Source: an optimization exercise on an open RTL-to-GDS flow (aim: small area and a short achievable clock period). Production flows keep margins and buffers that such runs may drop.
In this exercise RTL edits were held to simulation tests only and were not proved equivalent to the original.

==> flow/design.v (excerpt) <==
module mmu_array #(
    parameter int N = 4,
    parameter int DW = 8,
    parameter int AW = 32
) (
    input  logic clk,
    input  logic valid_i,
    input  logic [N*DW-1:0] activation_rows,    
    input  logic [N*DW-1:0] weight_columns,     
    output logic valid_o,
    output logic [N*N*AW-1:0] psums             
);
Size in the first run: about 740 flip-flops, about 0.066 mm² of cells after synthesis.
==> flow/config.mk <==
export PLATFORM = sky130hd
export DESIGN_NAME = mmu_array
export DESIGN_NICKNAME = mmu_array
export VERILOG_FILES = /design/flow/design.v
export SDC_FILE = /design/flow/constraint.sdc
export NUM_CORES = 4
export LEC_CHECK = 0
export CAP_MARGIN = 20
export CORE_MARGIN = 2
export CORE_UTILIZATION = 40
export SLEW_MARGIN = 20
==> flow/constraint.sdc <==
create_clock -name core_clock -period 8.0 [get_ports {clk}]
set_input_delay 1.6000 -clock core_clock [delete_from_list [all_inputs] [get_ports {clk}]]
set_output_delay 1.6000 -clock core_clock [all_outputs]
set_load 0.01 [all_outputs]
run.sh (not shown) runs the stock make flow with config.mk's settings and CLKGATE_MAP_FILE= SYNTH_SCRIPT=/design/flow/synth_recipe.tcl, a recipe that flattens the netlist after the stock synthesis.
The first run finished clean.
Then changed:
- SETUP_SLACK_MARGIN: default -> 3.5
- TNS_END_PERCENT: default -> 10
The changed run went through all stages and came out clean; final area rose by a few percent; routed wire length is higher by a few percent; via count climbs by a few percent; register-to-register slack is better by 0.11 ns; fmax came out higher by a quarter to a third; global-route usage barely changes.

* * *

mmu_array, a different RTL version from the one above (not shown whole).
For scale: about 740 flip-flops, ~580 I/O pins, about 63000 um^2 of cells after synthesis.
Settings: LEC_CHECK=0, CAP_MARGIN=20, CORE_MARGIN=2, CORE_UTILIZATION=40, SETUP_SLACK_MARGIN=3.0, SLEW_MARGIN=20, TNS_END_PERCENT=10; clock period 8.0 ns.
standard.sh (not shown) runs the stock make flow with config.mk's settings and CLKGATE_MAP_FILE= SYNTH_SCRIPT=/design/flow/synth_recipe.tcl, a recipe that flattens the netlist after the stock synthesis.
==> flow/flow/run.sh <==
#!/bin/bash
# Standard synthesis and layout; the only change is the cell used to buffer the
# ports (buf_2 instead of the resizer's default pick, a slow delay cell).
set -euo pipefail
bash standard.sh "BUFFER_PORTS_ARGS=-buffer_cell sky130_fd_sc_hd__buf_2" finish > standard_flow.log 2>&1
==> next run, changes <==
- CORE_UTILIZATION: 40 -> 60
- SETUP_SLACK_MARGIN: 3.0 -> 3.5
After rerunning: First-iteration DRC count went down by a few percent; via count drops slightly; worst setup slack improved by 0.28 ns; cell count shrinks by a little under a tenth; global-route usage climbs by 8.1 points.
==> next run, changes <==
==> flow/flow/run.sh (replaced) <==
#!/bin/bash
# Standard synthesis and layout; the only change is the cell used to buffer the
# ports (buf_1 instead of the resizer's default pick, a slow delay cell).
set -euo pipefail
bash standard.sh "BUFFER_PORTS_ARGS=-buffer_cell sky130_fd_sc_hd__buf_1" finish > standard_flow.log 2>&1
- CORE_UTILIZATION: 60 -> 40
Outcome: Via count is higher by 1.0%. Setup slack improved by 0.014 ns. Wire length is higher by 8.0%. Flip-flop and latch count does not change. Design area is higher by 1.1%. Clock skew is higher by 0.016 ns. Clock-buffer cell count is higher by 6. Cell count is higher by about 8%. Global-route usage is lower by 8.3 points.

* * *

mmu_array again, from the RTL that the note above started with.
==> flow/config.mk <==
export PLATFORM = sky130hd
export DESIGN_NAME = mmu_array
export DESIGN_NICKNAME = mmu_array
export VERILOG_FILES = /design/flow/design.v
export SDC_FILE = /design/flow/constraint.sdc
export NUM_CORES = 4
export LEC_CHECK = 0
export CAP_MARGIN = 20
export CORE_MARGIN = 2
export CORE_UTILIZATION = 40
export SETUP_SLACK_MARGIN = 3.5
export SLEW_MARGIN = 20
export TNS_END_PERCENT = 10
==> flow/constraint.sdc <==
create_clock -name core_clock -period 8.0 [get_ports {clk}]
set_input_delay 1.6000 -clock core_clock [delete_from_list [all_inputs] [get_ports {clk}]]
set_output_delay 1.6000 -clock core_clock [all_outputs]
set_load 0.01 [all_outputs]
==> flow/flow/run.sh <==
#!/bin/bash
# Standard synthesis and layout; the only change is the cell used to buffer the
# ports (buf_2 instead of the resizer's default pick, a slow delay cell).
set -euo pipefail
bash standard.sh "BUFFER_PORTS_ARGS=-buffer_cell sky130_fd_sc_hd__buf_2" finish > standard_flow.log 2>&1
Then changed:
--- a/flow/config.mk
+++ b/flow/config.mk
@@ -11 +11 @@
-export SETUP_SLACK_MARGIN = 3.5
+export SETUP_SLACK_MARGIN = 5.0
@@ -13 +13 @@
-export TNS_END_PERCENT = 10
+export TNS_END_PERCENT = 100
Result:
- non-clock buffer count increases by 690
- wire length rose by 8.0%

* * *

Starting RTL as in the previous note.
clock: 8.0 ns
lec_check: 0
cap_margin: 20
core_margin: 2
core_utilization: 40
gpl_timing_driven: 1
setup_slack_margin: 3.5
slew_margin: 20
tns_end_percent: 10
Scripts as last shown in full above: flow/flow/run.sh
Rerun with:
Settings changed: CTS_CLUSTER_DIAMETER from default to 100, CTS_CLUSTER_SIZE from default to 22, GPL_TIMING_DRIVEN 1 to default.
Result: Register-to-register slack gets worse by 0.03 ns; clock-buffer cell count came out lower by 65; core utilization came out lower by 1.3 points.
Rerun with:
Settings changed: CTS_CLUSTER_DIAMETER 100 to default, CTS_CLUSTER_SIZE 22 to default, SETUP_SLACK_MARGIN 3.5 to 4.0.
=>
- design area is higher by 6.8%
- routed wire length rises by 3.7%
- critical path depth goes up by 1
- clock skew went down by 0.012 ns
- global-route usage grows by 0.64 points
Rerun with:
Settings changed: CTS_CLUSTER_DIAMETER from default to 110, CTS_CLUSTER_SIZE from default to 26, SETUP_SLACK_MARGIN 4.0 to 3.5.
The changed run ran to the end with no violations. Die area is unchanged. Via count shrinks by about 2.8%.
Rerun with:
==> flow/run.sh (new file) <==
#!/bin/bash
# synth_recipe.tcl (not shown) runs the flow's synth.tcl, then flattens the netlist and writes it again
# the make line also repeats each setting of config.mk as NAME=value (left out here)
make -C /OpenROAD-flow-scripts/flow DESIGN_CONFIG=/design/flow/config.mk WORK_HOME=/design/flow/orfs CLKGATE_MAP_FILE= SYNTH_SCRIPT=/design/flow/synth_recipe.tcl finish
Settings changed: CTS_CLUSTER_DIAMETER 110 to default, CTS_CLUSTER_SIZE 26 to default.
removed: flow/flow/run.sh
removed: flow/standard.sh
Effect: Cell count rose by 1.5%; utilization rose by 3.3 points; setup slack loses 0.034 ns; design area rose by 7.3%; die area is unchanged; area after synthesis stays the same; sequential share of layout area fell by 1.5 points.
Rerun with:
==> flow/flow/run.sh (new file) <==
#!/bin/bash
# Standard synthesis and layout; the only change is the cell used to buffer the
# ports (buf_2 instead of the resizer's default pick, a slow delay cell).
set -euo pipefail
bash standard.sh "BUFFER_PORTS_ARGS=-buffer_cell sky130_fd_sc_hd__buf_2" finish > standard_flow.log 2>&1
==> flow/standard.sh (new file) <==
#!/bin/bash
# synth_recipe.tcl (not shown) runs the flow's synth.tcl, then flattens the netlist and writes it again
# the make line also repeats each setting of config.mk as NAME=value (left out here)
make -C /OpenROAD-flow-scripts/flow DESIGN_CONFIG=/design/flow/config.mk WORK_HOME=/design/flow/orfs CLKGATE_MAP_FILE= SYNTH_SCRIPT=/design/flow/synth_recipe.tcl "${@:-finish}"
Settings changed: CTS_BUF_LIST from default to sky130_fd_sc_hd__clkbuf_8.
removed: flow/run.sh
Outcome:
- The changed run completed with no timing, DRC or antenna violations
- sequential share of layout area went up by 1.1 points
- global-route usage is about the same
- setup slack got worse by 0.047 ns
- register-to-register slack got worse by 0.05 ns
- critical path depth is unchanged
- wire length went down by 0.67%
- count of clock-buffer cells in the layout went up by 44
- cell count went up by 0.79%
- die area is unchanged

-- port drivers added, routing unchanged --
How much do the figures lean on ideal ports? The routed layouts below were timed once more, with nothing changed but the port constraints. Step 1 assumes that a clkbuf_16 drives the clock port and a buf_2 every other input. Step 2 times the ports against the registers' clock, not the clock port: input delays grow and output delays shrink by t, the midpoint of the rising clock arrivals with the driver on. a / b / c = ideal ports / drivers / drivers and shift; a / b = the first two.
run	t, ns	setup WS [ns]	worst setup path at the end	slew at the worst register clock pin (ns)
the first run of note 1	0.770	1.719 / 1.640 / 1.317	input to register	0.06 / 0.06
the second run of note 1	0.772	2.911 / 2.833 / 2.203	input to register	0.06 / 0.06
the first run of note 2	0.770	2.945 / 2.945 / 2.410	input to register	0.07 / 0.07
the second run of note 2	0.740	3.225 / 3.248 / 2.512	input to register	0.07 / 0.07
the third run of note 2	0.783	3.239 / 3.207 / 2.424	input to register	0.07 / 0.07
the first run of note 3	0.782	3.340 / 3.332 / 2.561	input to register	0.07 / 0.07
the second run of note 3	0.780	3.305 / 3.232 / 2.627	input to register	0.07 / 0.07
the first run of note 4	0.782	3.340 / 3.332 / 2.561	input to register	0.07 / 0.07
the second run of note 4	0.748	3.302 / 3.290 / 2.542	input to register	0.10 / 0.10
the third run of note 4	0.774	3.347 / 3.317 / 2.589	input to register	0.06 / 0.06
the fourth run of note 4	0.731	3.292 / 3.269 / 2.573	input to register	0.11 / 0.11
the fifth run of note 4	0.768	3.257 / 3.177 / 2.545	input to register	0.07 / 0.07
the sixth run of note 4	0.970	3.210 / 3.140 / 2.388	input to register	0.08 / 0.08
After both steps setup and hold are still met in every run listed. The setup slack of the sixth run of note 4, which loses most, moves by -0.070 ns with the drivers and by -0.822 ns with both steps.
